Source: an optimization exercise on an open RTL-to-GDS flow (aim: small area and a short achievable clock period). Production flows keep margins and buffers that such runs may drop. The RTL was checked by simulation tests, not by an equivalence proof against the original design. No activity file was given, so power comes from the tool's default toggle rates.

==> design.v <==
module Pipeline_reg #(
    parameter WIDTH = 32,
    reset = 32'h13
) (
    input logic clk,
    input logic flush,
    stall,
    input logic [WIDTH-1:0] in,
    output logic [WIDTH-1:0] out
);
  always_ff @(posedge clk) begin
    if (flush) out <= WIDTH'(reset);
    else if (!stall) out <= in;
  end
endmodule
module mux11x1 (
    input  logic [31:0] i1,
    i2,
    i3,
    i4,
    i5,
    i6,
    i7,
    i8,
    i9,
    i10,
    i11,
    input  logic [ 3:0] s,
    output logic [31:0] y
);
  always_comb begin
    case (s)
      4'd0:  y = i1;
      4'd1:  y = i2;
      4'd2:  y = i3;
      4'd3:  y = i4;
      4'd4:  y = i5;
      4'd5:  y = i6;
      4'd6:  y = i7;
      4'd7:  y = i8;
      4'd8:  y = i9;
      4'd9:  y = i10;
      4'd10: y = i11;
      default: y = 32'b0;
    endcase
  end
endmodule
module Regfile (
    input logic rst,
    clk,
    write_en,
    input logic [4:0] rs1_in,
    rs2_in,
    rd,
    input logic [31:0] write_data,
    output logic [31:0] rs1_out,
    rs2_out
);
  logic [31:0] mem[0:31];
  logic [31:0] result;
  assign result = mem[12];
  logic valid_add1, valid_add2, valid_write_en;
  assign valid_add1 = |rs1_in;
  assign valid_add2 = |rs2_in;
  assign valid_write_en = |rd & write_en;
  assign rs1_out = valid_add1 ? mem[rs1_in] : '0;
  assign rs2_out = valid_add2 ? mem[rs2_in] : '0;
  always_ff @(negedge clk)
    if (write_en) mem[rd] <= write_data;
endmodule
module timer #(
    parameter WIDTH = 4
) (
    input clk,
    input rst,
    en,
    output logic ovf
);
  logic [WIDTH-1:0] count;
  assign ovf = count[WIDTH-1];
  always_ff @(posedge clk) begin
    if (rst) count <= '0;
    else if (ovf) count <= '0;
    else if (en) count <= count + 1'b1;
  end
endmodule
module ALU (
    input  logic [31:0] a_in,
    b_in,
    input  logic [ 3:0] ALUctrl,
    output logic [31:0] result_o
);
  logic [31:0]
      and_res, or_res, xor_res, add_sub_res, SLT_res, SLTU_res, t, SLL_res, SRL_res, SRA_res;
  logic [31:0] mux1_o;
  logic C_out, N, V, W, C;   
  assign N = add_sub_res[31];
  assign C = C_out;
  assign V = (add_sub_res[31] ^ a_in[31]) & (~(a_in[31] ^ b_in[31] ^ ALUctrl[0]));
  assign W = add_sub_res[31] ^ V;
  assign t = ~b_in;
  assign mux1_o = ALUctrl[0] ? t : b_in;
  assign {C_out, add_sub_res} = a_in + mux1_o + ALUctrl[0];
  assign and_res = a_in & b_in;
  assign or_res = a_in | b_in;
  assign xor_res = a_in ^ b_in;
  assign SLT_res = {30'd0, W};
  assign SLTU_res = {30'd0, ~C};
  assign SRA_res = a_in >>> b_in;
  assign SRL_res = a_in >> b_in;
  assign SLL_res = a_in << b_in;
  mux11x1 ALU_mux (
      .i1 (add_sub_res),
      .i2 (add_sub_res),
      .i3 (SLL_res),
      .i4 (SLT_res),
      .i5 (xor_res),
      .i6 (SLTU_res),
      .i7 (SRL_res),
      .i8 (SRA_res),
      .i9 (or_res),
      .i10(and_res),
      .i11(b_in),
      .s  (ALUctrl),
      .y  (result_o)
  );
endmodule
module Branch_block (
    input logic [31:0] op_a,
    op_b,
    input logic [2:0] func3,
    output logic branch_taken
);
  logic [31:0] branch_sub;
  logic overflow, not_zero, neg, carry;
  assign branch_sub = op_a - op_b;
  assign not_zero = |branch_sub;
  assign neg = branch_sub[31];
  assign {carry, overflow} = (op_a ^ op_b) && (op_a ^ branch_sub[31]);
  always_comb begin
    case (func3)
      3'b000:  branch_taken = ~not_zero;
      3'b001:  branch_taken = not_zero;
      3'b100:  branch_taken = branch_sub[31];
      3'b101:  branch_taken = ~branch_sub[31];
      3'b110:  branch_taken = ~carry;
      3'b111:  branch_taken = carry;
      default: branch_taken = 1'b0;
    endcase
  end
endmodule
module LS_controller (
    input  logic [ 2:0] func3,
    input  logic [ 1:0] address,
    input  logic [31:0] rdata2,
    output logic [31:0] wdata_mem,
    output logic [ 2:0] load_ctrl,
    output logic [ 3:0] mask
);
  localparam b = 3'b000;
  localparam h = 3'b001;
  localparam w = 3'b010;
  localparam bu = 3'b100;
  localparam hu = 3'b101;
  always_comb begin
    case (func3)
      b: begin
        case (address)
          2'b00: begin
            mask = 4'b0001;
            wdata_mem = {{24{1'b0}}, {rdata2[7:0]}};
          end
          2'b01: begin
            mask = 4'b0010;
            wdata_mem = {{16{1'b0}}, {rdata2[7:0]}, {8{1'b0}}};
          end
          2'b10: begin
            mask = 4'b0100;
            wdata_mem = {{8{1'b0}}, {rdata2[7:0]}, {16{1'b0}}};
          end
          2'b11: begin
            mask = 4'b1000;
            wdata_mem = {{rdata2[7:0]}, {24{1'b0}}};
          end
          default: begin
            mask = '0;
            wdata_mem = '0;
          end
        endcase
        load_ctrl = 3'b000;
      end
      h: begin
        case (address[1])
          0: begin
            mask = 4'b0011;
            wdata_mem = {{16{1'b0}}, {rdata2[15:0]}};
          end
          1: begin
            mask = 4'b1100;
            wdata_mem = {{rdata2[15:0]}, {16{1'b0}}};
          end
          default: begin
            mask = '0;
            wdata_mem = '0;
          end
        endcase
        load_ctrl = 3'b001;
      end
      w: begin
        mask = 4'b1111;
        wdata_mem = rdata2;
        load_ctrl = 3'b010;
      end
      bu: begin
        mask = '0;
        wdata_mem = rdata2;
        load_ctrl = 3'b011;
      end
      hu: begin
        mask = '0;
        wdata_mem = rdata2;
        load_ctrl = 3'b100;
      end
      default: begin
        mask = '0;
        wdata_mem = rdata2;
        load_ctrl = 3'b100;
      end
    endcase
  end
endmodule
module data_mem (
    input clk,
    input rst,
    mem_wr,
    mem_read,
    input logic [31:0] addr,
    data_wr,
    input logic [2:0] func3,
    input logic [1:0] mem_col,
    output logic [31:0] mem_data,
    output logic [31:0] result
);
  logic [ 3:0] mask;
  logic [ 2:0] load_ctrl;
  logic [31:0] data_wr_gen;
  LS_controller LS_controller_instance (
      .func3(func3),
      .address(mem_col),
      .rdata2(data_wr),
      .wdata_mem(data_wr_gen),
      .load_ctrl(load_ctrl),
      .mask(mask)
  );
  logic [31:0] mem_data_read;
  logic [31:0] mem[0:31];
  assign mem_data_read = mem_read ? mem[addr[6:2]] : '0;
  assign result = mem[0];
  always_ff @(posedge clk) begin
    if (rst) begin
      for (int i = 0; i < 32; i++) mem[i] <= '0;
    end
    else if (mem_wr) begin
      if (mask[0]) begin
        mem[addr[6:2]][7:0] <= data_wr_gen[7:0];
      end
      if (mask[1]) begin
        mem[addr[6:2]][15:8] <= data_wr_gen[15:8];
      end
      if (mask[2]) begin
        mem[addr[6:2]][23:16] <= data_wr_gen[23:16];
      end
      if (mask[3]) begin
        mem[addr[6:2]][31:24] <= data_wr_gen[31:24];
      end
    end
  end
  always_comb begin
    case (load_ctrl)
      3'b000: begin
        case (addr[1:0])
          2'b00:   mem_data = {{24{mem_data_read[7]}}, mem_data_read[7:0]};
          2'b01:   mem_data = {{24{mem_data_read[15]}}, mem_data_read[15:8]};
          2'b10:   mem_data = {{24{mem_data_read[23]}}, mem_data_read[23:16]};
          2'b11:   mem_data = {{24{mem_data_read[31]}}, mem_data_read[31:24]};
          default: mem_data = '0;
        endcase
      end
      3'b001: begin
        case (addr[1])
          0: mem_data = {{16{mem_data_read[15]}}, mem_data_read[15:0]};
          1: mem_data = {{16{mem_data_read[31]}}, mem_data_read[31:16]};
          default: mem_data = '0;
        endcase
      end
      3'b010: begin
        mem_data = mem_data_read;
      end
      3'b011: begin
        case (addr[1:0])
          2'b00:   mem_data = {{24{1'b0}}, mem_data_read[7:0]};
          2'b01:   mem_data = {{24{1'b0}}, mem_data_read[15:8]};
          2'b10:   mem_data = {{24{1'b0}}, mem_data_read[23:16]};
          2'b11:   mem_data = {{24{1'b0}}, mem_data_read[31:24]};
          default: mem_data = '0;
        endcase
      end
      3'b100: begin
        case (addr[1])
          1'b0: mem_data = {{16{1'b0}}, mem_data_read[15:0]};
          1'b1: mem_data = {{16{1'b0}}, mem_data_read[31:16]};
          default: mem_data = '0;
        endcase
      end
      default: mem_data = '0;
    endcase
  end
endmodule
module CSR_reg (
    input clk,
    input rst,
    reg_wr,
    reg_r,
    input logic [31:0] PC,
    input logic [11:0] addr,
    input logic [3:0] interrupt,
    input logic [31:0] wdata_csr,
    input logic is_mret,
    output logic [31:0] rdata,
    epc,
    output logic epc_taken
);
  logic mie_wr_flag, interupt_taken, mstatus_wr_flag, mtvec_wr_flag, timer_inter, external_inter;
  logic [31:0] mepc_q, mie_q, mstatus_q, mtvec_q, mcause_q, mip_q, mcause_d, mip_d, ISR_addr;
  localparam mepc_addr = 12'h341;
  localparam mcause_addr = 12'h342;
  localparam mip_addr = 12'h344;
  localparam mtvec_addr = 12'h305;
  localparam mie_addr = 12'h304;
  localparam mstatus_addr = 12'h300;
  assign timer_inter = mip_q[7] & mie_q[7];
  assign external_inter = mip_q[11] & mie_q[11];
  assign interupt_taken = (timer_inter | external_inter) & mstatus_q[3];
  assign epc_taken = is_mret | interupt_taken;
  assign ISR_addr = mtvec_q[0] ? {mtvec_q[31:2], 2'b00} : {mtvec_q[31:2], 2'b00} + {mcause_q[29:0], 2'b00};
  assign epc = is_mret ? mepc_q : ISR_addr;
  always_ff @(posedge clk) begin
    if (rst) mepc_q <= '0;
    else if (interupt_taken) mepc_q <= PC;
  end
  always_ff @(posedge clk) begin
    if (rst) mie_q <= '0;
    else if (mie_wr_flag) mie_q <= wdata_csr;
  end
  always_ff @(posedge clk) begin
    if (rst) mstatus_q <= '0;
    else if (mstatus_wr_flag) mstatus_q <= wdata_csr;
  end
  always_ff @(posedge clk) begin
    if (rst) mtvec_q <= '0;
    else if (mtvec_wr_flag) mtvec_q <= wdata_csr;
  end
  always_ff @(posedge clk) begin
    if (rst) mcause_q <= '0;
    else mcause_q <= mcause_d;
  end
  always_ff @(posedge clk) begin
    if (rst) mip_q <= '0;
    else if (interupt_taken) mip_q <= '0;
    else mip_q <= mip_d;
  end
  always_comb begin
    case (interrupt)
      4'd1: begin
        mip_d = 32'h80;
        mcause_d = 32'd7;
      end
      4'd2: begin
        mip_d = 32'h800;
        mcause_d = 32'd11;
      end
      default: begin
        mcause_d = '0;
        mip_d = '0;
      end
    endcase
  end
  always_comb begin
    rdata = '0;
    if (reg_r) begin
      case (addr)
        mip_addr: begin
          rdata = mip_q;
        end
        mie_addr: begin
          rdata = mie_q;
        end
        mstatus_addr: begin
          rdata = mstatus_q;
        end
        mcause_addr: begin
          rdata = mcause_q;
        end
        mtvec_addr: begin
          rdata = mtvec_q;
        end
        mepc_addr: begin
          rdata = mepc_q;
        end
        default: rdata = '0;
      endcase
    end
  end
  always_comb begin
    mie_wr_flag = 1'b0;
    mstatus_wr_flag = 1'b0;
    mtvec_wr_flag = 1'b0;
    if (reg_wr) begin
      case (addr)
        mie_addr: begin
          mie_wr_flag = 1'b1;
        end
        mstatus_addr: begin
          mstatus_wr_flag = 1'b1;
        end
        mtvec_addr: begin
          mtvec_wr_flag = 1'b1;
        end
      endcase
    end
  end
endmodule
module wb_stage (
    input logic clk,
    rst,
    mem_wr,
    mem_read,
    csr_reg_wr,
    csr_reg_r,
    is_mret,
    input logic [31:0] ALU_o,
    input logic [1:0] wb_sel,
    input logic [31:0] PC,
    data_to_mem,
    instruction,
    rdata1,
    input logic [3:0] interrupt,
    output logic [31:0] wb_data,
    epc,
    output logic epc_taken,
    loaded,
    output logic [31:0] result
);
  logic [31:0] mem_data, csr_read_data;
  logic [ 2:0] func3;
  logic [ 1:0] mem_col;
  logic [11:0] csr_addr;
  localparam I_type = 5'b00100;
  localparam Load_type = 5'b00000;
  localparam B_type = 5'b11000;
  localparam S_type = 5'b01000;
  localparam J_type = 5'b11011;
  localparam Jalr_type = 5'b11001;
  localparam lui_type = 5'b01101;
  localparam auipc_type = 5'b00101;
  assign func3 = instruction[14:12];
  assign mem_col = ALU_o[1:0];
  assign csr_addr = instruction[31:20];
  always_comb begin
    case (wb_sel)
      2'b00:   wb_data = PC + 4;
      2'b01:   wb_data = ALU_o;
      2'b10:   wb_data = mem_data;
      2'b11:   wb_data = csr_read_data;
      default: wb_data = '0;
    endcase
  end
  always_ff @(posedge clk) begin
    if (rst) loaded <= 1'b0;
    else if (wb_sel == 2'b01) loaded <= 1'b0;
    else loaded <= loaded + 1'b1;
  end
  data_mem data_mem_instance (
      .clk(clk),
      .rst(rst),
      .mem_wr(mem_wr),
      .mem_read(mem_read),
      .addr(ALU_o),
      .data_wr(data_to_mem),
      .func3(func3),
      .mem_col(mem_col),
      .mem_data(mem_data),
      .result(result)
  );
  CSR_reg CSR_reg_instance (
      .clk(clk),
      .rst(rst),
      .reg_wr(csr_reg_wr),
      .reg_r(csr_reg_r),
      .PC(PC),
      .addr(csr_addr),
      .interrupt(interrupt),
      .wdata_csr(rdata1),
      .is_mret(is_mret),
      .rdata(csr_read_data),
      .epc(epc),
      .epc_taken(epc_taken)
  );
endmodule
module Hazard_detection (
    input logic reg_wr,
    mem_read,
    loaded,
    PC_sel,
    epc_taken,
    input logic [4:0] raddr1,
    raddr2,
    rd_wb,
    input logic [1:0] wb_sel,
    input logic wait_for_gemm,
    output logic forw_a,
    forw_b,
    flush,
    stall
);
  logic valid, a1, b1;
  assign valid = |rd_wb;
  assign a1 = (raddr1 == rd_wb);
  assign b1 = (raddr2 == rd_wb);
  assign forw_a = ((raddr1 == rd_wb) & reg_wr) & valid & (wb_sel == 2'b01);
  assign forw_b = ((raddr2 == rd_wb) & reg_wr) & valid & (wb_sel == 2'b01);
  assign stall = ((raddr1 == rd_wb) | (raddr2 == rd_wb)) & valid & (wb_sel != 2'b01) & (~loaded) | wait_for_gemm;
  assign flush = PC_sel | epc_taken;
endmodule
module Fetch (
    input clk,
    input rst,
    PC_sel,
    flush,
    stall,
    epc_taken,
    input logic [31:0] epc,
    input logic [31:0] ALU_o,
    output logic [31:0] instruction_ppl,
    PC_ppl,
    output logic [31:0] imem_addr,
    input logic [31:0] imem_rdata
);
  logic not_stalled;
  logic [31:0] PC, PC_mux_o, PC_ppl_in;
  logic [31:0] instruction;
  assign not_stalled = !stall;
  assign imem_addr = PC;
  assign instruction = imem_rdata;
  always_ff @(posedge clk) begin
    if (rst) PC <= 32'd0;
    else if (not_stalled) PC <= PC_mux_o;
  end
  assign PC_mux_o  = epc_taken ? epc : (PC_sel ? ALU_o : PC + 4);
  assign PC_ppl_in = flush ? ALU_o : PC;
  Pipeline_reg Pipieline_reg_instance (
      .clk(clk),
      .flush(rst),   
      .stall(stall),
      .in(PC_ppl_in),
      .out(PC_ppl)
  );
  Pipeline_reg Pipieline_reg_instance2 (
      .clk(clk),
      .flush(flush),
      .stall(stall),
      .in(instruction),
      .out(instruction_ppl)
  );
endmodule
module Decode (
    input clk,
    input rst,
    flush,
    stall,
    reg_wr,
    A_sel,
    B_sel,
    forw_a,
    forw_b,
    input logic [31:0] instruction,
    PC,
    wdata,
    input logic [3:0] ALUctrl,
    output logic br_taken,
    output logic [31:0] PC_ppl,
    ALU_ppl,
    rdata2_forwarded_ppl,
    rdata1_forwarded_ppl,
    instruction_ppl
);
  localparam I_type = 5'b00100;
  localparam Load_type = 5'b00000;
  localparam B_type = 5'b11000;
  localparam S_type = 5'b01000;
  localparam J_type = 5'b11011;
  localparam Jalr_type = 5'b11001;
  localparam lui_type = 5'b01101;
  localparam auipc_type = 5'b00101;
  logic [31:0]
      rdata1, PC_ppl_in, rdata2, rdata1_forwarded, rdata2_forwarded, imm, ALU_op_b, ALU_op_a, ALU_o;
  logic [4:0] raddr1, raddr2, waddr_ppl;
  logic [2:0] func3;
  assign func3 = instruction[14:12];
  assign raddr1 = instruction[19:15];
  assign raddr2 = instruction[24:20];
  assign rdata1_forwarded = forw_a ? ALU_ppl : rdata1;
  assign rdata2_forwarded = forw_b ? ALU_ppl : rdata2;
  assign ALU_op_a = A_sel ? rdata1_forwarded : PC;
  assign ALU_op_b = B_sel ? imm : rdata2_forwarded;
  assign waddr_ppl = instruction_ppl[11:7];
  assign PC_ppl_in = flush ? ALU_ppl : PC;
  Pipeline_reg decode_exec_PC (
      .clk(clk),
      .flush(rst),
      .stall(stall),
      .in(PC_ppl_in),
      .out(PC_ppl)
  );
  Pipeline_reg #(
      .reset(0)
  ) decode_exec_alu (
      .clk(clk),
      .flush(flush),
      .stall(stall),
      .in(ALU_o),
      .out(ALU_ppl)
  );
  Pipeline_reg DecEXE_rdata2_forwarded (
      .clk(clk),
      .flush(flush),
      .stall(stall),
      .in(rdata2_forwarded),
      .out(rdata2_forwarded_ppl)
  );
  Pipeline_reg DecEXE_rdata1_forwarded (
      .clk(clk),
      .flush(flush),
      .stall(stall),
      .in(rdata1_forwarded),
      .out(rdata1_forwarded_ppl)
  );
  Pipeline_reg DecEXE_Instr (
      .clk(clk),
      .flush(flush),
      .stall(stall),
      .in(instruction),
      .out(instruction_ppl)
  );
  Regfile Regfile_instance (
      .rst(1'b0),
      .clk(clk),
      .write_en(reg_wr),
      .rs1_in(raddr1),
      .rs2_in(raddr2),
      .rd(waddr_ppl),
      .write_data(wdata),
      .rs1_out(rdata1),
      .rs2_out(rdata2)
  );
  ALU ALU_instance (
      .a_in(ALU_op_a),
      .b_in(ALU_op_b),
      .ALUctrl(ALUctrl),
      .result_o(ALU_o)
  );
  Branch_block Branch_block_instance (
      .op_a(rdata1_forwarded),
      .op_b(rdata2_forwarded),
      .func3(func3),
      .branch_taken(br_taken)
  );
  always_comb begin
    casex (instruction[6:2])
      Load_type, I_type: imm = {{20{instruction[31]}}, instruction[31:20]};   
      Jalr_type: imm = {{20{instruction[31]}}, instruction[31:20]};
      S_type: imm = {{20{instruction[31]}}, instruction[31:25], instruction[11:7]};   
      J_type:
      imm = {{12{instruction[31]}}, instruction[19:12], instruction[20], instruction[30:21], 1'b0};
      B_type:
      imm = {{20{instruction[31]}}, instruction[7], instruction[30:25], instruction[11:8], 1'b0};
      lui_type, auipc_type: imm = {{instruction[31:12]}, {12{1'b0}}};
      default: begin
        imm = '0;
      end
    endcase
  end
endmodule
module Rocc_Controller (
    input  logic clk,
    rst,
    is_GemmInstr,
    done,
    output logic stall,
    valid
);
  localparam NORMAL = 1'b0;
  localparam WAIT = 1'b1;
  logic cs, ns;
  always_comb begin
    if (cs == NORMAL) begin
      if (is_GemmInstr) begin
        valid = 1'b1;
        stall = 1'b1;
        ns = WAIT;
      end else if (~is_GemmInstr) begin
        valid = 1'b0;
        stall = 1'b0;
        ns = NORMAL;
      end else begin
        valid = 1'b0;
        stall = 1'b0;
        ns = '0;
      end
    end else if (cs == WAIT) begin
      if (done) begin
        valid = 1'b0;
        stall = 1'b0;
        ns = NORMAL;
      end else if (~done) begin
        valid = 1'b0;
        stall = 1'b1;
        ns = WAIT;
      end else begin
        valid = 1'b0;
        stall = 1'b0;
        ns = '0;
      end
    end else begin
      valid = 1'b0;
      stall = 1'b0;
      ns = '0;
    end
  end
  always_ff @(posedge clk) begin : blockName
    if (rst) cs <= NORMAL;
    else cs <= ns;
  end
endmodule
module datapath (
    input logic clk,
    rst,
    reg_wr,
    A_sel,
    B_sel,
    mem_wr,
    mem_read,
    PC_sel,
    csr_reg_r,
    csr_reg_wr,
    is_mret,
    input logic [3:0] interrupt,
    input logic [1:0] wb_sel,
    input logic [3:0] ALUctrl,
    input logic is_GemmInstr,
    gemm_done,
    output logic [31:0] instruction,
    output logic br_taken,
    main_flush,
    stall,
    output logic [31:0] result,
    data_to_mem,
    rdata1_wb,
    output logic gemm_valid,
    output logic [31:0] gemm_instruction,
    output logic [31:0] imem_addr,
    input logic [31:0] imem_rdata
);
  logic [31:0] PC_decode, PC_wb, ALU_wb, wb_data ;
  logic [4:0] rs2, rs1, rd_wb;
  logic forw_a, forw_b, flush;
  logic [31:0] epc;
  logic epc_taken, loaded;
  assign rs1 = instruction[19:15];
  assign rs2 = instruction[24:20];
  assign rd_wb = gemm_instruction[11:7];
  assign main_flush = flush | rst;
  logic wait_for_gemm;
  Fetch Fetch (
      .clk(clk),
      .rst(rst),
      .PC_sel(PC_sel),
      .flush(main_flush),
      .stall(stall),
      .epc_taken(epc_taken),
      .epc(epc),
      .instruction_ppl(instruction),
      .PC_ppl(PC_decode),
      .ALU_o(ALU_wb),
      .imem_addr(imem_addr),
      .imem_rdata(imem_rdata)
  );
  Decode Decode_instance (
      .clk(clk),
      .rst(rst),
      .flush(main_flush),
      .stall(stall),
      .reg_wr(reg_wr),
      .A_sel(A_sel),
      .B_sel(B_sel),
      .forw_a(forw_a),
      .forw_b(forw_b),
      .instruction(instruction),
      .PC(PC_decode),
      .wdata(wb_data),
      .ALUctrl(ALUctrl),
      .br_taken(br_taken),
      .PC_ppl(PC_wb),
      .ALU_ppl(ALU_wb),
      .rdata2_forwarded_ppl(data_to_mem),
      .rdata1_forwarded_ppl(rdata1_wb),
      .instruction_ppl(gemm_instruction)
  );
  wb_stage wb_stage_instance (
      .clk(clk),
      .rst(rst),
      .mem_wr(mem_wr),
      .mem_read(mem_read),
      .csr_reg_wr(csr_reg_wr),
      .csr_reg_r(csr_reg_r),
      .is_mret(is_mret),
      .ALU_o(ALU_wb),
      .wb_sel(wb_sel),
      .PC(PC_wb),
      .rdata1(rdata1_wb),
      .interrupt(interrupt),
      .data_to_mem(data_to_mem),
      .instruction(gemm_instruction),
      .wb_data(wb_data),
      .epc(epc),
      .epc_taken(epc_taken),
      .loaded(loaded),
      .result(result)
  );
  Hazard_detection Hazard_detection_instance (
      .reg_wr(reg_wr),
      .mem_read(mem_read),
      .loaded(loaded),
      .PC_sel(PC_sel),
      .epc_taken(epc_taken),
      .raddr1(rs1),
      .raddr2(rs2),
      .rd_wb(rd_wb),
      .wb_sel(wb_sel),
      .wait_for_gemm(wait_for_gemm),
      .forw_a(forw_a),
      .forw_b(forw_b),
      .flush(flush),
      .stall(stall)
  );
  Rocc_Controller Rocc_Controller_instance (
      .clk(clk),
      .rst(rst),
      .is_GemmInstr(is_GemmInstr),
      .done(gemm_done),
      .stall(wait_for_gemm),
      .valid(gemm_valid)
  );
endmodule
module Controller (
    input clk,
    input rst,
    stall,
    input logic [31:0] instruction,
    input logic br_taken,
    flush,
    gemm_done,
    output logic [3:0] ALUctrl,
    output logic mem_wr_ppl,
    mem_read_ppl,
    output logic A_sel,
    B_sel,
    reg_wr_ppl,
    PC_sel_ppl,
    is_mret_ppl,
    csr_reg_r_ppl,
    csr_reg_wr_ppl,
    is_GemmInstr_ppl,
    output logic [1:0] wb_sel_ppl
);
  localparam R_type = 5'b01100;
  localparam I_type = 5'b00100;
  localparam Load_type = 5'b00000;
  localparam S_type = 5'b01000;
  localparam B_type = 5'b11000;
  localparam J_type = 5'b11011;
  localparam Jalr_type = 5'b11001;
  localparam lui_type = 5'b01101;
  localparam auipc_type = 5'b00101;
  localparam csr_type = 5'b11100;
  localparam GEMM_type = 5'b00010;
  logic [6:0] opcode;
  logic func7, func7_mret, is_mret, csr_reg_r, csr_reg_wr;
  logic [2:0] func3;
  assign func3 = instruction[14:12];
  assign opcode = instruction[6:0];
  assign func7 = instruction[30];
  assign func7_mret = instruction[29];
  logic [1:0] wb_sel;
  logic PC_sel, reg_wr, mem_wr, mem_read;
  logic is_GemmInstr;
  always_comb begin
    case (opcode[6:2])
      R_type: begin
        casex ({
          func7, func3
        })
          4'b0000: ALUctrl = 4'd0;   
          4'b1000: ALUctrl = 4'd1;   
          4'bX001: ALUctrl = 4'd2;   
          4'bX010: ALUctrl = 4'd3;   
          4'bX100: ALUctrl = 4'd4;   
          4'bX011: ALUctrl = 4'd5;   
          4'b0101: ALUctrl = 4'd6;   
          4'b1101: ALUctrl = 4'd7;   
          4'bX110: ALUctrl = 4'd8;   
          4'bX111: ALUctrl = 4'd9;   
          default: ALUctrl = 4'b0000;
        endcase
        A_sel = 1;
        PC_sel = 0;
        mem_wr = 0;
        mem_read = '0;
        B_sel = 0;
        wb_sel = 2'b01;
        reg_wr = 1;
        csr_reg_r = 1'b0;
        csr_reg_wr = 1'b0;
        is_mret = 1'b0;
        is_GemmInstr = 1'b0;
      end
      I_type: begin
        casex ({
          func7, func3
        })
          4'bX000: ALUctrl = 4'd0;   
          4'bX001: ALUctrl = 4'd2;   
          4'bX010: ALUctrl = 4'd3;   
          4'bX100: ALUctrl = 4'd4;   
          4'bX011: ALUctrl = 4'd5;   
          4'b0101: ALUctrl = 4'd6;   
          4'b1101: ALUctrl = 4'd7;   
          4'bX110: ALUctrl = 4'd8;   
          4'bX111: ALUctrl = 4'd9;   
          default: begin
            ALUctrl = 4'b0000;
          end
        endcase
        mem_wr = 0;
        mem_read = '0;
        A_sel = 1;
        PC_sel = 0;
        B_sel = 1;
        wb_sel = 2'b01;
        reg_wr = 1;
        csr_reg_r = 1'b0;
        csr_reg_wr = 1'b0;
        is_mret = 1'b0;
        is_GemmInstr = 1'b0;
      end
      Load_type: begin
        mem_wr = 0;
        mem_read = 1'b1;
        A_sel = 1;
        PC_sel = 0;
        B_sel = 1;
        wb_sel = 2'b10;
        reg_wr = 1;
        ALUctrl = 4'd0;
        csr_reg_r = 1'b0;
        csr_reg_wr = 1'b0;
        is_mret = 1'b0;
        is_GemmInstr = 1'b0;
      end
      S_type: begin
        mem_wr = 1;
        mem_read = '0;
        A_sel = 1;
        PC_sel = 0;
        B_sel = 1;
        wb_sel = '0;
        reg_wr = 0;
        ALUctrl = 4'd0;
        csr_reg_r = 1'b0;
        csr_reg_wr = 1'b0;
        is_mret = 1'b0;
        is_GemmInstr = 1'b0;
      end
      B_type: begin
        mem_wr = 0;
        mem_read = '0;
        A_sel = 0;
        B_sel = 1;
        wb_sel = '0;
        reg_wr = 0;
        ALUctrl = 4'd0;
        csr_reg_r = 1'b0;
        csr_reg_wr = 1'b0;
        is_mret = 1'b0;
        is_GemmInstr = 1'b0;
        case (br_taken)
          0: PC_sel = 0;
          1: PC_sel = 1;
          default: PC_sel = '0;
        endcase
      end
      J_type: begin
        mem_wr = 0;
        mem_read = '0;
        A_sel = 0;
        B_sel = 1;
        wb_sel = 2'b00;
        reg_wr = 1;
        ALUctrl = 4'd0;
        PC_sel = 1'b1;
        csr_reg_r = 1'b0;
        csr_reg_wr = 1'b0;
        is_mret = 1'b0;
        is_GemmInstr = 1'b0;
      end
      Jalr_type: begin
        mem_wr = 0;
        mem_read = '0;
        A_sel = 1;
        B_sel = 1;
        wb_sel = 2'b00;
        reg_wr = 1'b1;
        ALUctrl = 4'd0;
        PC_sel = 1'b1;
        csr_reg_r = 1'b0;
        csr_reg_wr = 1'b0;
        is_mret = 1'b0;
        is_GemmInstr = 1'b0;
      end
      lui_type: begin
        mem_wr = 0;
        mem_read = '0;
        A_sel = 1'b0;
        B_sel = 1;
        wb_sel = 2'b01;
        reg_wr = 1'b1;
        ALUctrl = 4'd10;
        PC_sel = 1'b0;
        csr_reg_r = 1'b0;
        csr_reg_wr = 1'b0;
        is_mret = 1'b0;
        is_GemmInstr = 1'b0;
      end
      auipc_type: begin
        mem_wr = 0;
        mem_read = '0;
        A_sel = 0;
        B_sel = 1;
        wb_sel = 2'b01;
        reg_wr = 1;
        ALUctrl = 4'd0;
        PC_sel = 1'b0;
        csr_reg_r = 1'b0;
        csr_reg_wr = 1'b0;
        is_mret = 1'b0;
        is_GemmInstr = 1'b0;
      end
      csr_type: begin
        mem_wr = 0;
        mem_read = '0;
        A_sel = 1;
        B_sel = 1'b0;
        wb_sel = 2'b11;
        reg_wr = 1'b1;
        ALUctrl = 4'd0;
        PC_sel = 1'b0;
        is_GemmInstr = 1'b0;
        casex ({
          func7_mret, func3
        })
          4'b1000: begin
            csr_reg_r = 1'b0;
            csr_reg_wr = 1'b0;
            is_mret = 1'b1;
          end
          4'bx001: begin
            csr_reg_r = 1'b1;
            csr_reg_wr = 1'b1;
            is_mret = 1'b0;
          end
          default: begin
            csr_reg_r = 1'b0;
            csr_reg_wr = 1'b0;
            is_mret = 1'b0;
          end
        endcase
      end
      GEMM_type: begin
        ALUctrl = 4'b0000;
        A_sel = 1;
        B_sel = 0;
        PC_sel = 0;
        mem_wr = 0;
        mem_read = '0;
        wb_sel = 2'b01;
        reg_wr = 1'b0;
        csr_reg_r = 1'b0;
        csr_reg_wr = 1'b0;
        is_mret = 1'b0;
        is_GemmInstr = 1'b1;
      end
      default: begin
        mem_wr = '0;
        mem_read = '0;
        B_sel = '0;
        A_sel = '0;
        wb_sel = '0;
        reg_wr = '0;
        ALUctrl = '0;
        PC_sel = '0;
        csr_reg_r = 1'b0;
        csr_reg_wr = 1'b0;
        is_mret = 1'b0;
        is_GemmInstr = 1'b0;
      end
    endcase
  end
  Pipeline_reg #(
      .WIDTH(1),
      .reset(0)
  ) Pipeline1 (
      .clk(clk),
      .flush(flush),
      .stall(stall),
      .in(reg_wr),
      .out(reg_wr_ppl)
  );
  Pipeline_reg #(
      .WIDTH(1),
      .reset(0)
  ) pipeline2 (
      .clk(clk),
      .flush(flush),
      .stall(stall),
      .in(mem_wr),
      .out(mem_wr_ppl)
  );
  Pipeline_reg #(
      .WIDTH(2),
      .reset(0)
  ) pipeline3 (
      .clk(clk),
      .flush(flush),
      .stall(stall),
      .in(wb_sel),
      .out(wb_sel_ppl)
  );
  Pipeline_reg #(
      .WIDTH(1),
      .reset(0)
  ) Pipieline4 (
      .clk(clk),
      .flush(flush),
      .stall(stall),
      .in(PC_sel),
      .out(PC_sel_ppl)
  );
  Pipeline_reg #(
      .WIDTH(1),
      .reset(0)
  ) Pipeline_reg_instance (
      .clk(clk),
      .flush(flush),
      .stall(stall),
      .in(mem_read),
      .out(mem_read_ppl)
  );
  Pipeline_reg #(
      .WIDTH(1),
      .reset(0)
  ) Pipeline_ismret (
      .clk(clk),
      .flush(flush),
      .stall(stall),
      .in(is_mret),
      .out(is_mret_ppl)
  );
  Pipeline_reg #(
      .WIDTH(1),
      .reset(0)
  ) Pipeline_csr_reg_wr (
      .clk(clk),
      .flush(flush),
      .stall(stall),
      .in(csr_reg_r),
      .out(csr_reg_r_ppl)
  );
  Pipeline_reg #(
      .WIDTH(1),
      .reset(0)
  ) Pipeline_csr_reg_wr_en (
      .clk(clk),
      .flush(flush),
      .stall(stall),
      .in(csr_reg_wr),
      .out(csr_reg_wr_ppl)
  );
  Pipeline_reg #(
      .WIDTH(1),
      .reset(0)
  ) Pipeline_reg_instance1 (
      .clk(clk),
      .flush(flush),
      .stall(stall),
      .in(is_GemmInstr),
      .out(is_GemmInstr_ppl)
  );
endmodule
module RISC_V (
    input logic clk,
    input logic rst,
    timer_en,
    ext_inter,
    gemm_done,
    output logic gemm_valid,
    output logic [31:0] gemm_rdata1,
    gemm_rdata2,
    gemm_instruction,
    output logic [31:0] result,
    output logic [31:0] imem_addr,
    input logic [31:0] imem_rdata
);
  logic [31:0] instruction;
  logic [ 3:0] interrupt;
  logic
      flush,
      stall,
      ovf,
      mem_read,
      reg_wr,
      A_sel,
      PC_sel,
      B_sel,
      br_taken,
      mem_wr,
      csr_reg_r,
      csr_reg_wr,
      is_mret;
  logic [1:0] wb_sel;
  logic [3:0] ALUctrl;
  logic is_GemmInstr;
  Controller Controller (
      .clk(clk),
      .rst(rst),
      .stall(stall),
      .instruction(instruction),
      .br_taken(br_taken),
      .flush(flush),
      .gemm_done(gemm_done),
      .ALUctrl(ALUctrl),
      .mem_wr_ppl(mem_wr),
      .mem_read_ppl(mem_read),
      .A_sel(A_sel),
      .B_sel(B_sel),
      .reg_wr_ppl(reg_wr),
      .PC_sel_ppl(PC_sel),
      .is_mret_ppl(is_mret),
      .csr_reg_r_ppl(csr_reg_r),
      .csr_reg_wr_ppl(csr_reg_wr),
      .is_GemmInstr_ppl(is_GemmInstr),
      .wb_sel_ppl(wb_sel)
  );
  datapath datapath (
      .clk(clk),
      .rst(rst),
      .reg_wr(reg_wr),
      .A_sel(A_sel),
      .B_sel(B_sel),
      .mem_wr(mem_wr),
      .mem_read(mem_read),
      .PC_sel(PC_sel),
      .csr_reg_r(csr_reg_r),
      .csr_reg_wr(csr_reg_wr),
      .is_mret(is_mret),
      .interrupt(interrupt),
      .wb_sel(wb_sel),
      .ALUctrl(ALUctrl),
      .is_GemmInstr(is_GemmInstr),
      .gemm_done(gemm_done),
      .instruction(instruction),
      .br_taken(br_taken),
      .main_flush(flush),
      .stall(stall),
      .result(result),
      .data_to_mem(gemm_rdata2),
      .rdata1_wb(gemm_rdata1),
      .gemm_valid(gemm_valid),
      .gemm_instruction(gemm_instruction),
      .imem_addr(imem_addr),
      .imem_rdata(imem_rdata)
  );
  always_comb begin
    case ({
      ext_inter, ovf
    })
      2'b00: interrupt = 4'b0000;
      2'b01: interrupt = 4'b0001;
      2'b10: interrupt = 4'b0010;
      2'b11: interrupt = 4'b0001;
    endcase
  end
  timer #(
      .WIDTH(4)
  ) timer_instance (
      .clk(clk),
      .rst(rst),
      .en (timer_en),
      .ovf(ovf)
  );
endmodule
==> run.sh <==
#!/bin/bash
# synth_recipe.tcl (not shown) runs the flow's synth.tcl, then flattens the netlist and writes it again
# the make line also repeats each setting of config.mk as NAME=value (left out here)
make -C /OpenROAD-flow-scripts/flow DESIGN_CONFIG=/design/flow/config.mk WORK_HOME=/design/flow/orfs CLKGATE_MAP_FILE= SYNTH_SCRIPT=/design/flow/synth_recipe.tcl finish
==> config.mk <==
export PLATFORM = sky130hd
export DESIGN_NAME = RISC_V
export DESIGN_NICKNAME = RISC_V
export VERILOG_FILES = /design/flow/design.v
export SDC_FILE = /design/flow/constraint.sdc
export NUM_CORES = 4
export LEC_CHECK = 0
export CAP_MARGIN = 20
export CORE_MARGIN = 2
export CORE_UTILIZATION = 40
export SLEW_MARGIN = 20
==> constraint.sdc <==
create_clock -name core_clock -period 14.0 [get_ports {clk}]
set_input_delay 2.8000 -clock core_clock [delete_from_list [all_inputs] [get_ports {clk}]]
set_output_delay 2.8000 -clock core_clock [all_outputs]
set_load 0.01 [all_outputs]
==> metrics.yaml <==
route:
  drc: 0
  final_antenna_net_count: 0
  first_pass_iters: 8
  vias: 94403
  via_per_inst: 6.198
  drtIter0Drc: 12879
  post_drt_wl_per_cell_um: 32.00
  wirelength_mm: 487.4
logic_synthesis:
  synth-seq-area-share: 0.5649
  avgSynthCellArea_sq_um: 12.65
  ys_types: 101
  synthesis.nets: 9919
  syn_area_sq_mm: 0.1234
  synth_seq_cells: 2457
  yosysWarnings: 17
  synth_edf_count: 2048
  syn_inst: 9748
  async_flop_share: 0
  synth_ff_type: "edfxtp_1"
final_layout:
  area_delta_synth_final_pct: 17.11
  nets: 11061
  finish.utilization: 0.4716
  layout-drive-gt1-share: 0.1714
  final_cells: 15232
setup_path:
  worstPathCellList: "mux4_2 > mux2_2 > mux4_2 > a31oi_1 > ha_1 > nand3_1 > a2111oi_0 > o31ai_1 > a311o_1 > a31oi_1 > a21oi_1 > a2111o_1 > nor4_1 > a41oi_1 > mux2i_1 > o21ai_0"
  worstPathRequired_ns: 14.80
  cp-start-kind: "flop"
  crit_family: "compound AO/OA/AOI/OAI gates"
  crit_path_top_delay_cell: "a2111oi_0"
  rrSetupSlack_ns: 0.65
  worst-path-buf-inv: 0
  worst_setup_path_end_kind: "flop"
  critical_path.max_stage_delay_ns: 0.68
  worstPathMaxFanout: 10
  cp_data_arrival_time_ns: 14.15
  critical_path_class: "flop to flop"
power:
  ir_drop_v: 0.0001281
  leakage_nw: 51.58
  p_per_area_mw_per_mm2: 192.7
grt:
  grt_max_degree: 163
  antenna_found_initial: 22
  grt_pass1_vias: 93669
  overflow: 0
  gr-usage-all-layers: 0.3036
  grt_pass1_wl_mm: 684.8
cts:
  ctsHoldBuffers: 0
  cts_tree: "built"
  cts_buffers: 286
  htree_levels: 5
  clk_pin_slew_ns: 0.06
  clkSinkCount: 2457
  cts-root-buf: "clkbuf_16"
  ctsLongestPathBuffers: 4
  postCtsResizedCells: 0
  clock_latency_ns: 0.95
  postCtsSetupBuffers: 0
place:
  place.port_buffers: 197
  place_inst: 13677
  routabilityCongestion: 1.009
  hpwl_mm: 331.1
floorplan:
  die_height_um: 559.3
  die-area_sq_mm: 0.3129
  io_pins: 198
  fp.dieW_um: 559.3
  start_util: 0.4027
  rows: 203
  floorplan.core_area_sq_mm: 0.3063
sta:
  hold_violations: 0
  setup_viol_count_final: 0
  tightestPinTransition_ns: 1.344
  setup_tns_ns: 0
  rsz0062_at_grt: "no"
  maxSlewHeadroom: 0.09463
  maxSlewViolCount: 0
  clock-skew-final_ns: 0.07185
status:
  outcome: "complete, no violations"
job:
  maxCapViolations: 0
hold_path:
  holdCritPathClass: "flop to flop"
-- placed cells by master (no fill, tap or decap), drive strengths merged, types with 188 or more instances in the layout --
master            n
inv            1223
mux4            770
clkbuf          339
dfxtp           409
edfxtp         2048
a211oi          188
buf             379
nor2           1562
nand2           954
o21ai           252
a21oi           489
nor3            188
mux2i           354
clkdlybuf4s50   196
-- worst paths after layout --
| check | depth (start not counted) | end | startpoint |
|---|---|---|---|
| setup reg to reg | 16 | Controller.Pipieline4.out | flop |
| hold / removal | 1 | datapath.wb_stage_instance.loaded | datapath.wb_stage_instance.loaded |
| hold reg to reg | 1 | datapath.wb_stage_instance.loaded | datapath.wb_stage_instance.loaded |
| setup / recovery | 16 | Controller.Pipieline4.out | flop |
-- power breakdown --
part | switching, mW | total [mW] | leakage (nW) | internal [mW]
sequential | 0.608 | 9.37 | 23.2 | 8.76
clock | 3.98 | 8.83 | 10.1 | 4.85
combinational | 6.46 | 9.64 | 18.2 | 3.18
total | 11.1 | 27.8 | 51.6 | 16.8
-- state kept, by name, summed over array words and instances (netlist names), 2 cells and up, named ones only --
signal,flops
datapath.Decode_instance.DecEXE_Instr.out,32
Controller.pipeline3.out,2
datapath.wb_stage_instance.CSR_reg_instance.mcause_q,3
datapath.Decode_instance.decode_exec_alu.out,32
datapath.Decode_instance.decode_exec_PC.out,32
datapath.wb_stage_instance.CSR_reg_instance.mtvec_q,32
datapath.wb_stage_instance.CSR_reg_instance.mepc_q,32
datapath.Decode_instance.Regfile_instance.mem,1024
timer_instance.count,4
datapath.Decode_instance.DecEXE_rdata2_forwarded.out,32
datapath.wb_stage_instance.CSR_reg_instance.mip_q,2
datapath.wb_stage_instance.CSR_reg_instance.mstatus_q,32
datapath.Fetch.PC,32
datapath.wb_stage_instance.CSR_reg_instance.mie_q,32
datapath.Fetch.Pipieline_reg_instance.out,32
datapath.wb_stage_instance.data_mem_instance.mem,1024
datapath.Fetch.Pipieline_reg_instance2.out,32
datapath.Decode_instance.DecEXE_rdata1_forwarded.out,32
-- worst reg2reg max path, delay by kind of cell, from the launching register on --
kind / cells / cell delay, ns
AO/OA/AOI/OAI: 9 / 3.36
adder cells (fa/ha/maj): 1 / 0.45
flip-flops: 1 / 0.39
multiplexers: 4 / 1.59
AND/OR/NAND/NOR: 2 / 0.48
-- cell families after synthesis --
kind of cell / after synthesis / share of synthesized area
AOI/OAI and AO/OA: 1593 / 0.08603
xor gates and xnor gates: 158 / 0.01122
adders and majority gates: 134 / 0.01377
buffers and inverters: 896 / 0.03130
DFF: 2457 / 0.5649
muxes: 1248 / 0.1806
and+or+nand+nor: 3262 / 0.1121
-- per-layer routing --
metal / GRT usage / up-vias / routed length [um]
met2: 0.4703 / 6104 / 221500
li1: - / 39395 / -
met5: 0 / - / 80
met3: 0.07241 / 1316 / 51990
met1: 0.3787 / 47576 / 177200
met4: 0.2032 / 12 / 36570
-- stage by stage --
step           hold WS, ns  instance area (sq um)  setup WS, ns  total power [mW]
3_3_place_gp        0.4086                 130900        0.4462             19.19
3_5_place_dp        0.4175                 131000        0.8537             19.23
4_1_cts             0.4261                 144400        0.7915             27.66
2_1_floorplan       0.3982                 123400         1.684             15.05
5_1_grt             0.4572                 144400        0.4280             28.82
6_report            0.4269                 144500        0.6482             27.84
-- layout make-up --
| class | instances | area, sq um |
|---|---|---|
| antenna | 15 | 37.54 |
| fill | 27317 | 161900 |
| tap | 4100 | 5130 |
| clock buffer | 338 | 7600 |
| clock inverter | 1201 | 5756 |
| sequential | 2457 | 69740 |
| multi-input combinational | 6395 | 50590 |
| inverter | 150 | 565.5 |
| timing repair buffer | 576 | 5042 |
-- synth_stat cells, types with 15 or more instances --
| cell type | instances | share of area |
|---|---|---|
| nand2b_1 | 160 | 0.0081 |
| nor2b_1 | 34 | 0.0017 |
| a221oi_1 | 79 | 0.0056 |
| a21o_1 | 29 | 0.0018 |
| dfxtp_1 | 409 | 0.066 |
| nor3_1 | 185 | 0.0075 |
| a22oi_1 | 123 | 0.0075 |
| xor2_1 | 58 | 0.0041 |
| or3_1 | 23 | 0.0012 |
| inv_1 | 144 | 0.0044 |
| nand3_1 | 148 | 0.0060 |
| o21ai_0 | 249 | 0.010 |
| mux2_2 | 123 | 0.011 |
| a221o_1 | 34 | 0.0028 |
| nor4_1 | 22 | 0.0011 |
| edfxtp_1 | 2048 | 0.50 |
| xnor2_1 | 100 | 0.0071 |
| a222oi_1 | 15 | 0.0012 |
| buf_6 | 28 | 0.0026 |
| o22ai_1 | 37 | 0.0019 |
| nand2_1 | 953 | 0.029 |
| mux4_2 | 770 | 0.14 |
| o41ai_1 | 16 | 0.0011 |
| clkbuf_1 | 474 | 0.014 |
| a21oi_1 | 487 | 0.020 |
| o221ai_1 | 36 | 0.0026 |
| a211o_1 | 17 | 0.0012 |
| a31oi_1 | 35 | 0.0018 |
| ha_1 | 131 | 0.013 |
| buf_2 | 104 | 0.0042 |
| a211oi_1 | 188 | 0.011 |
| or2_2 | 16 | 0.00081 |
| o31ai_1 | 15 | 0.00091 |
| o211ai_1 | 56 | 0.0034 |
| and3_1 | 32 | 0.0016 |
| and2_1 | 25 | 0.0013 |
| buf_4 | 31 | 0.0019 |
| buf_1 | 105 | 0.0032 |
| mux2i_1 | 354 | 0.029 |
| a22o_1 | 15 | 0.0011 |
| nand4_1 | 38 | 0.0019 |
| nor2_1 | 1561 | 0.047 |
